Source: an optimization exercise on an open RTL-to-GDS flow (aim: small area and a short achievable clock period). Production flows keep margins and buffers that such runs may drop. At most, simulation tests tie the RTL to the original design; equivalence was not proved. Power is estimated from default activity; no workload was simulated. No driver is modelled on the clock port, so clocking that relies on it looks cheaper here than on a real chip.

==> v14: inputs <==
## mul_A
module mul_A (CLK, RESETn, a, b, y);
	input CLK;
	input RESETn;
	input [31:0] a, b;
	output [63:0] y;
	reg [31:0] b0;
	reg d0_n0;
	reg d0_o0;
	reg d0_t0;
	reg d0_n1;
	reg d0_o1;
	reg d0_t1;
	reg d0_n2;
	reg d0_o2;
	reg d0_t2;
	reg d0_n3;
	reg d0_o3;
	reg d0_t3;
	reg d0_n4;
	reg d0_o4;
	reg d0_t4;
	reg a0_9;
	reg a0_10;
	reg a0_11;
	reg a0_12;
	reg a0_13;
	reg a0_14;
	reg a0_15;
	reg a0_16;
	reg a0_17;
	reg a0_18;
	reg a0_19;
	reg a0_20;
	reg a0_21;
	reg a0_22;
	reg a0_23;
	reg a0_24;
	reg a0_25;
	reg a0_26;
	reg a0_27;
	reg a0_28;
	reg a0_29;
	reg a0_30;
	reg a0_31;
	reg m1_0_0;
	reg m1_0_1;
	reg m1_1_0;
	reg m1_2_0;
	reg m1_2_1;
	reg m1_3_0;
	reg m1_3_1;
	reg m1_4_0;
	reg m1_4_1;
	reg m1_5_0;
	reg m1_5_1;
	reg m1_6_0;
	reg m1_6_1;
	reg m1_7_0;
	reg m1_7_1;
	reg m1_8_0;
	reg m1_8_1;
	reg m1_9_0;
	reg m1_9_1;
	reg m1_10_0;
	reg m1_10_1;
	reg m1_11_0;
	reg m1_11_1;
	reg m1_12_0;
	reg m1_12_1;
	reg m1_13_0;
	reg m1_13_1;
	reg m1_14_0;
	reg m1_14_1;
	reg m1_15_0;
	reg m1_15_1;
	reg m1_16_0;
	reg m1_16_1;
	reg m1_17_0;
	reg m1_17_1;
	reg m1_18_0;
	reg m1_18_1;
	reg m1_19_0;
	reg m1_19_1;
	reg m1_20_0;
	reg m1_20_1;
	reg m1_21_0;
	reg m1_21_1;
	reg m1_22_0;
	reg m1_22_1;
	reg m1_23_0;
	reg m1_23_1;
	reg m1_24_0;
	reg m1_24_1;
	reg m1_25_0;
	reg m1_25_1;
	reg m1_26_0;
	reg m1_26_1;
	reg m1_27_0;
	reg m1_27_1;
	reg m1_28_0;
	reg m1_28_1;
	reg m1_29_0;
	reg m1_29_1;
	reg m1_30_0;
	reg m1_30_1;
	reg m1_31_0;
	reg m1_31_1;
	reg m1_32_0;
	reg m1_32_1;
	reg m1_33_0;
  ...
export LEC_CHECK = 0
export CAP_MARGIN = 20
export CORE_MARGIN = 2
export CORE_UTILIZATION = 55
export SETUP_SLACK_MARGIN = 2.6
export SLEW_MARGIN = 20
create_clock -name core_clock -period 5.0 [get_ports {CLK}]
run.sh (not shown) runs the stock make flow with config.mk's settings and CLKGATE_MAP_FILE= SYNTH_SCRIPT=/design/flow/synth_recipe.tcl, a recipe that flattens the netlist after the stock synthesis.
==> inputs of v36, as changes to v14 <==
CTS_BUF_LIST = sky130_fd_sc_hd__clkbuf_8 sky130_fd_sc_hd__clkbuf_4   (was unset)
==> comparison <==
- In cell area, v36 and v14 hardly differ.
- Against v36, the count of clock-buffer cells in the layout of v14 is lower by 273.
- In synthesized area, v36 and v14 do not differ.
- Between v14 and v36, the lower core utilization is in v14 (gap 0.13 points).
- v14 passed the timing, DRC and antenna checks. v36 passed the timing, DRC and antenna checks.
==> figures <==
| metric | v36 | v14 |
|---|---|---|
| Status | finished clean | finished clean |
| Met1 usage in global routing | 23.4% | 23.7% |
| Vias per cell | 4.83 | 4.87 |
| Peak ir drop on the vdd network | 0.284 mV | 0.400 mV |
| Fraction of met2 tracks used by global routing | 31.4% | 31.2% |
| Timing-limited maximum frequency | 369 MHz | 373 MHz |
| Final Hold Slack | 0.268 ns | 0.259 ns |
| Initial drt markers | 2103 | 2150 |
| Post-cts resize count | 603 | 660 |
| Clk network pwr share | 26.2% | 26.8% |
No run of this note included a check of the RTL's function; only the layout flow was run.


==> job 918 <==
Another version of the RTL of mul_A (not shown whole).
clock: 5.0 ns
lec_check: 0
cap_margin: 20
core_margin: 2
core_utilization: 70
cts_cluster_diameter: 120
cts_cluster_size: 32
setup_slack_margin: 2.85
slew_margin: 20
synth_hierarchical: 1
synth_minimum_keep_size: 0
==> inputs of job 1924, as changes to job 918 <==
CORE_UTILIZATION = 55   (was 70)
CTS_CLUSTER_SIZE = 30   (was 32)
SETUP_SLACK_MARGIN = 2.95   (was 2.85)
==> inputs of job 421, as changes to job 918 <==
CORE_UTILIZATION = 60   (was 70)
CTS_CLUSTER_SIZE = 30   (was 32)
PLACE_DENSITY = 0.7   (was not set)
==> qor summary <==
quantity	job 1924	job 421	job 918
Status	finished clean	finished clean	finished clean
Starting Density	55.5%	60.3%	70.5%
Final period demand of the worst path	2260 ps	2250 ps	2200 ps
Critical path startpoint	d6_p16	m7_28_1	m7_28_1
First-pass GRT wire length	190000 µm	183000 µm	188000 µm
DRT Wirelength	121000 µm	113000 µm	117000 µm
Iteration-0 DRC Markers	1568	1653	1792
Post-detailed-placement half-perimeter wirelength	77600 µm	76200 µm	77000 µm
Max incr delay on CP	530 ps	370 ps	370 ps
Filler-free cell count of the finished design	6831	6655	6415
Global-route met3 utilization	2.23%	2.24%	2.40%
Internal power	39.5 mW	39.1 mW	39.0 mW
Final worst path period share	45.2%	45.0%	44.1%
Count of non-CTS buffers in the layout	241	197	210
Proportion of layout cells with a drive suffix above 1	10.2%	7.24%	7.24%
Worst slew margin	44.2%	52.1%	50.2%
P per Cell Area	653 nW/µm²	656 nW/µm²	662 nW/µm²
Transition time at the pin with the least slew margin	837 ps	718 ps	747 ps
Area of the multi-input gates	22800 µm²	22300 µm²	22300 µm²


==> inputs of job 5204 <==
mul_A again, from the RTL that the note above started with.
clock: 5.0 ns
lec_check: 0
cap_margin: 20
core_margin: 2
core_utilization: 55
cts_cluster_diameter: 120
cts_cluster_size: 32
setup_slack_margin: 2.75
slew_margin: 20
synth_hierarchical: 1
synth_minimum_keep_size: 0
==> job 5783 (differences from job 5204) <==
SETUP_SLACK_MARGIN = 2.85   (was 2.75)
==> impl_metrics.csv <==
group,metric,value,unit
layout,drive_above_1_share,0.0575,
critical_path,crit_chain,"ha_4 -> fa_2 -> a211oi_4 -> o21ai_2 -> o2111ai_2 -> a21boi_4 -> a2111oi_4 -> nor3_1",
routing,wl_met1,49.8,mm
routing,drt-vias-per-instance,4.88,
critical_path,cp.arrival,2840,ps
critical_path,r2r_start,"m7_28_1$_DFF_P_",
critical_path,crit_slowest_cell,"fa_2",
clocking,cts_setup_buffers,6,
routing,wl_per_cell,16.8,um
run_status,status,"complete, no violations",
layout,clkbuf_count,96,
global_routing,antenna_found_initial,0,
placed_design,dpl-instance-area,78400,um^2
hold_path,min_from,"p25[12]$_DFF_P_",
critical_path,worst-path-buf-inv,0,
Source of the figures above: job 5204

==> impl_metrics.csv <==
group,metric,value,unit
critical_path,cp.arrival,1180,ps
routing,wl_per_cell,17.1,um
critical_path,r2r_start,"d6_p16$_DFF_P_",
placed_design,dpl-instance-area,78400,um^2
hold_path,min_from,"p15[13]$_DFF_P_",
run_status,status,"complete, no violations",
routing,wl_met1,50.6,mm
critical_path,crit_slowest_cell,"dfxtp_2",
critical_path,worst-path-buf-inv,1,
layout,drive_above_1_share,0.0686,
clocking,cts_setup_buffers,12,
global_routing,antenna_found_initial,1,
layout,clkbuf_count,94,
Source of the figures above: job 5783



==> inputs of trial 36 <==
mul_A again, from the RTL that the note above started with.
export LEC_CHECK = 0
export CAP_MARGIN = 20
export CORE_MARGIN = 2
export CORE_UTILIZATION = 55
export CTS_CLUSTER_DIAMETER = 120
export CTS_CLUSTER_SIZE = 32
export SETUP_SLACK_MARGIN = 2.8
export SLEW_MARGIN = 20
export SYNTH_HIERARCHICAL = 1
export SYNTH_MINIMUM_KEEP_SIZE = 0
create_clock -name core_clock -period 5.0 [get_ports {CLK}]
==> inputs of trial 11, as changes to trial 36 <==
Settings changed: CTS_CLUSTER_DIAMETER 120 to 70, SETUP_SLACK_MARGIN 2.8 to 2.85.
==> notes <==
Non-clock buffer count: trial 11 is lower than trial 36 (2).
Against trial 11, the first-iteration DRC count of trial 36 is larger by 3.3%.
In sequential cell count, trial 36 and trial 11 do not differ.
Die area is the same in trial 36 and trial 11.
In area after synthesis, trial 11 and trial 36 do not differ.
Clock skew: trial 11 is higher than trial 36 (0.0065 ns).
==> figures <==
|  | trial 36 | trial 11 |
|---|---|---|
| Run status | timing/DRC/antenna clean | timing/DRC/antenna clean |
| Final clock skew | 0.0346 ns | 0.0410 ns |
| Tot Pwr | 53.2 mW | 56.6 mW |
| Buffering overhead | 2.21% | 2.35% |
| Signal buffers | 200 | 198 |
| Clock buf/inv share | 2.97% | 5.36% |
| Worst setup slack before clock tree synthesis | 2.12 ns | 2.33 ns |
| Upper clock frequency limit | 450 MHz | 449 MHz |
| Crit path required time | 5.64 ns | 5.62 ns |
| Bufs and invs on worst path | 0 | 1 |
| Cell area after layout | 0.0811 sq mm | 0.0834 sq mm |
| Vias per inst | 4.88 | 4.87 |
| Share of final-layout standard cells stronger than drive strength 1 | 6.47% | 8.98% |

[static timing again, ports no longer ideal]
In the flow no input, the clock included, has a driving cell. The finished layouts below were timed again as built, in two steps. Step 1, drivers: a clkbuf_16 drives CLK and a buf_2 each remaining input, both assumed. Step 2 also shifts input and output timing later by t, the mid clock arrival at the registers, as if the neighbouring blocks saw the same clock. Three values: ideal, step 1, step 2; two values: the first two.
run | t (ns) | setup WS [ns] | hold slack, ns
v14 | 0.869 | 2.317 / 2.317 / 2.317 | 0.259 / 0.259 / 0.259
v36 | 1.016 | 2.287 / 2.287 / 2.287 | 0.268 / 0.268 / 0.268
job 918 | 0.784 | 2.797 / 2.756 / 2.797 | 0.315 / 0.315 / 0.315
job 1924 | 0.810 | 2.742 / 2.742 / 2.742 | 0.312 / 0.312 / 0.312
job 421 | 0.795 | 2.748 / 2.748 / 2.748 | 0.313 / 0.313 / 0.313
job 5204 | 0.808 | 2.768 / 2.749 / 2.768 | 0.317 / 0.317 / 0.317
job 5783 | 0.792 | 2.819 / 2.748 / 2.839 | 0.324 / 0.324 / 0.324
trial 36 | 0.806 | 2.777 / 2.746 / 2.777 | 0.316 / 0.316 / 0.316
trial 11 | 0.834 | 2.774 / 2.701 / 2.774 | 0.319 / 0.319 / 0.319
After both steps every run listed still meets setup and hold.
